Background: an optimization exercise with open tools, aiming at small area and a short achievable clock period. Do not read the settings as production practice.
In this exercise RTL edits were held to simulation tests only and were not proved equivalent to the original.
Power is estimated from default activity; no workload was simulated.

==> v25: inputs <==
// KEYBOARD_CONTROLLER
module KEYBOARD_CONTROLLER (
	RST_N     ,
	DATA      ,
	CLK_50MHZ ,
	PS2CLK    ,
	ASCII_OUT ,
	COLOR     ,
	COMMAND
	);
==> flow/config.mk <==
export PLATFORM = sky130hd
export DESIGN_NAME = KEYBOARD_CONTROLLER
export DESIGN_NICKNAME = KEYBOARD_CONTROLLER
export VERILOG_FILES = /design/flow/design.v
export SDC_FILE = /design/flow/constraint.sdc
export NUM_CORES = 4
export LEC_CHECK = 0
export ABC_AREA = 1
export CAP_MARGIN = 20
export CORE_MARGIN = 2
export CORE_UTILIZATION = 40
export CTS_BUF_LIST = sky130_fd_sc_hd__clkbuf_4
export SLEW_MARGIN = 20
==> flow/constraint.sdc <==
create_clock -name core_clock -period 160.0 [get_ports {CLK_50MHZ}]
set_input_delay 32.0000 -clock core_clock [delete_from_list [all_inputs] [get_ports {CLK_50MHZ}]]
set_output_delay 32.0000 -clock core_clock [all_outputs]
set_load 0.01 [all_outputs]
run.sh (not shown) runs the stock make flow with config.mk's settings and CLKGATE_MAP_FILE= SYNTH_SCRIPT=/design/flow/synth_recipe.tcl, a recipe that flattens the netlist after the stock synthesis.
==> v39: changes against v25 <==
--- a/flow/config.mk
+++ b/flow/config.mk
@@ -6,8 +6,6 @@
 export NUM_CORES = 4
 export LEC_CHECK = 0
-export ABC_AREA = 1
 export CAP_MARGIN = 20
 export CORE_MARGIN = 2
 export CORE_UTILIZATION = 40
-export CTS_BUF_LIST = sky130_fd_sc_hd__clkbuf_4
 export SLEW_MARGIN = 20
==> summary of the runs <==
v39 finished with timing, DRC and antenna clean. v25 went through all stages and came out clean.
In v39 the synthesized cell count is smaller than in v25, by 12%.
Between v25 and v39, the lower cell count is in v39 (gap 17%, measured against v39).
In v25 the combinational power is lower than in v39, by about 13%.
In v39 the clock skew is lower than in v25, by 0.022 ns.
Against v39, the first-iteration DRC count of v25 is lower by 12%.
Of v25 and v39, v25 has the higher worst hold slack (gap 0.00070 ns).
==> figures <==
metric	v25	v39
Status	finished clean	finished clean
Startpoint of the worst register-to-register path	it[0]	it[1]
Syn_area_per_cell	9.09 µm²	10.3 µm²
Nets	3,160	2,651
Power spent charging and discharging nets	91.2 µW	91.7 µW
Relative slew margins	36.4%	27.9%
Sequential Area	15,900 µm²	15,900 µm²
Cell at the root of the clock tree	sky130_fd_sc_hd__clkbuf_4	sky130_fd_sc_hd__clkbuf_16
Hold Path Origin	ring[34][2]	A[26]
Final RePlAce weighted congestion	1.03	0.971
Post-Synthesis Cells	2,963	2,622
First DRT Iteration DRCs	1,904	2,155
GRT Resource Usage Total	20.5%	22.3%
Endpoint arrival time on the critical path	2.05 ns	1.72 ns


==> job 7413: inputs <==
Another version of the RTL of KEYBOARD_CONTROLLER (not shown whole).
## KEYBOARD_CONTROLLER
module KEYBOARD_CONTROLLER (
	RST_N     ,
	DATA      ,
	CLK_50MHZ ,
	PS2CLK    ,
	ASCII_OUT ,
	COLOR     ,
	COMMAND
	);
clock: 160.0 ns
lec_check: 0
cap_margin: 20
core_margin: 2
core_utilization: 40
cts_buf_list: sky130_fd_sc_hd__clkbuf_8
cts_cluster_diameter: 50
cts_cluster_size: 12
slew_margin: 20
==> job 8868: changes against job 7413 <==
--- a/flow/design.v
+++ b/flow/design.v
@@ -112,14 +112,14 @@
 	reg [7:0] sr;
 	reg       bdone;
 	reg       rel;
 	wire      fall = c2 & ~c1;
 	always @(posedge clk or negedge RST_N) begin
 		if (!RST_N) begin
-			c1    <= 1'b1;
-			c2    <= 1'b1;
+			c1    <= 1'b0;
+			c2    <= 1'b0;
 			bc    <= 4'd0;
 			bdone <= 1'b0;
 			rel   <= 1'b0;
 		end
 		else begin
 			c1    <= PS2CLK;
@@ -429,35 +429,35 @@
 			S_PF7: begin psel = 3'd0; xmode = 3'd1; end
 			S_PF8: begin qsel = 3'd4; kidx = 4'd3; ymode = 2'd1; end
 			S_PF9: begin qsel = 3'd3; xmode = 3'd1; end
 			default: ;
 		endcase
 	end
-	reg [1:0] ocmd;
+	reg [1:0] ocmd_n;
 	reg [6:0] oasc;
-	reg [2:0] ocol;
+	reg [2:0] ocol_n;
 	reg       e_sym, e_nl, e_del;
 	reg [5:0] esym;
-	assign COMMAND   = ocmd;
+	assign COMMAND   = ~ocmd_n;
 	assign ASCII_OUT = {1'b0, oasc};
-	assign COLOR     = {{3{ocol[2]}}, {3{ocol[1]}}, {2{ocol[0]}}};
+	assign COLOR     = ~{{3{ocol_n[2]}}, {3{ocol_n[1]}}, {2{ocol_n[0]}}};
 	always @(posedge clk or negedge RST_N) begin
 		if (!RST_N) begin
-			ocmd <= 2'b11;
-			oasc <= 7'd0;
-			ocol <= 3'b111;
+			ocmd_n <= 2'b00;
+			oasc   <= 7'd0;
+			ocol_n <= 3'b000;
 		end
 		else if (e_sym) begin
-			ocmd <= 2'b00;
-			oasc <= sym2asc(esym);
-			ocol <= sym2col(esym);
+			ocmd_n <= 2'b11;
+			oasc   <= sym2asc(esym);
+			ocol_n <= ~sym2col(esym);
 		end
 		else begin
-			ocmd <= e_nl ? 2'b10 : e_del ? 2'b01 : 2'b11;
-			oasc <= 7'd0;
-			ocol <= 3'b111;
+			ocmd_n <= e_nl ? 2'b01 : e_del ? 2'b10 : 2'b00;
+			oasc   <= 7'd0;
+			ocol_n <= 3'b000;
 		end
 	end
 	wire ph_r  = (ph == r);
 	wire ph_c  = (ph == count);
 	wire psh_w = (st == S_PSH || st == S_PPT) && ph_c && !got && !b0;
 	always @(*) begin
==> flow/flow/run.sh (new file) <==
#!/bin/bash
set -euo pipefail
export BUFFER_PORTS_ARGS="-buffer_cell sky130_fd_sc_hd__buf_2"
bash standard.sh finish > flow_make.log 2>&1
==> flow/standard.sh (new file) <==
#!/bin/bash
# synth_recipe.tcl (not shown) runs the flow's synth.tcl, then flattens the netlist and writes it again
# the make line also repeats each setting of config.mk as NAME=value (left out here)
make -C /OpenROAD-flow-scripts/flow DESIGN_CONFIG=/design/flow/config.mk WORK_HOME=/design/flow/orfs CLKGATE_MAP_FILE= SYNTH_SCRIPT=/design/flow/synth_recipe.tcl "${@:-finish}"
- CORE_UTILIZATION: 40 -> 60
- CTS_CLUSTER_DIAMETER: 50 -> 60
- CTS_CLUSTER_SIZE: 12 -> 16
removed: flow/run.sh
==> qor summary <==
Core ar.: job 8868 43100 µm²; job 7413 64600 µm²
Signal buf overhead: job 8868 1.12%; job 7413 1.53%
Total GRT Usage: job 8868 31.4%; job 7413 21.7%
Post-DP HPWL: job 8868 49300 µm; job 7413 50300 µm
Crit path from: job 8868 ocol_n[0]$_DFF_PN0_; job 7413 ocol[1]$_DFF_PN1_
Slew at the pin closest to its max-slew limit: job 8868 1.18 ns; job 7413 1.08 ns
Worst Slack Setup Final: job 8868 126.70 ns; job 7413 126.18 ns
Switching Power: job 8868 0.128 mW; job 7413 0.0859 mW
Max stage delay on crit path: job 8868 0.39 ns; job 7413 0.55 ns
Worst hold path startpoint: job 8868 ring[26][2]$_DFF_P_; job 7413 ring[39][2]$_DFF_P_
Final hold slack: job 8868 0.299 ns; job 7413 0.305 ns
Clock group power: job 8868 0.100 mW; job 7413 0.125 mW
Via density per instance: job 8868 6.29; job 7413 5.67
Count of non-CTS buffers in the layout: job 8868 48; job 7413 52
Initial core utilization: job 8868 60.9%; job 7413 40.6%
Layout area overhead: job 8868 5.76%; job 7413 9.57%
Fraction of synthesized cell area taken by the top area cell type: job 8868 49.7%; job 7413 49.8%
H-Tree Level Count: job 8868 2; job 7413 3
Starting DRC count in detailed routing: job 8868 2551; job 7413 1635
Final nets: job 8868 2495; job 7413 2499
Outcome: job 8868 finished clean; job 7413 finished clean
End point of the critical path: job 8868 COLOR[1]; job 7413 COLOR[4]

[re-timing with driven ports]
In the flow no input, the clock included, has a driving cell. The finished layouts below were timed again as built, in two steps.
Step 1 (the two cells are an assumption about what drives the block):
set clk [get_ports {CLK_50MHZ}]
set_driving_cell -lib_cell sky130_fd_sc_hd__clkbuf_16 $clk
set_driving_cell -lib_cell sky130_fd_sc_hd__buf_2 [delete_from_list [all_inputs] $clk]
Step 2 moves the port delays by t, midway between the first and last clock arrival at a register: inputs arrive t later, outputs are due t later. That takes back most of the time a late clock gives input paths.
Three values: ideal, step 1, step 2; two values: the first two.
run	t, ns	slack for setup (ns)	worst setup path after step 2	clock arrival spread, ns	worst slew at a driven data input, ns
v25	1.034	125.950 / 125.892 / 126.525	input, reset recovery	0.089 / 0.089	0.05
v39	0.672	126.279 / 126.219 / 126.755	input, reset recovery	0.064 / 0.065	0.03
job 7413	0.762	126.178 / 126.115 / 126.878	register to output	0.067 / 0.067	0.03
job 8868	0.761	126.700 / 126.649 / 127.410	register to output	0.044 / 0.044	0.03
After both steps setup and hold are still met in every run listed. Setup slack includes reset recovery checks.
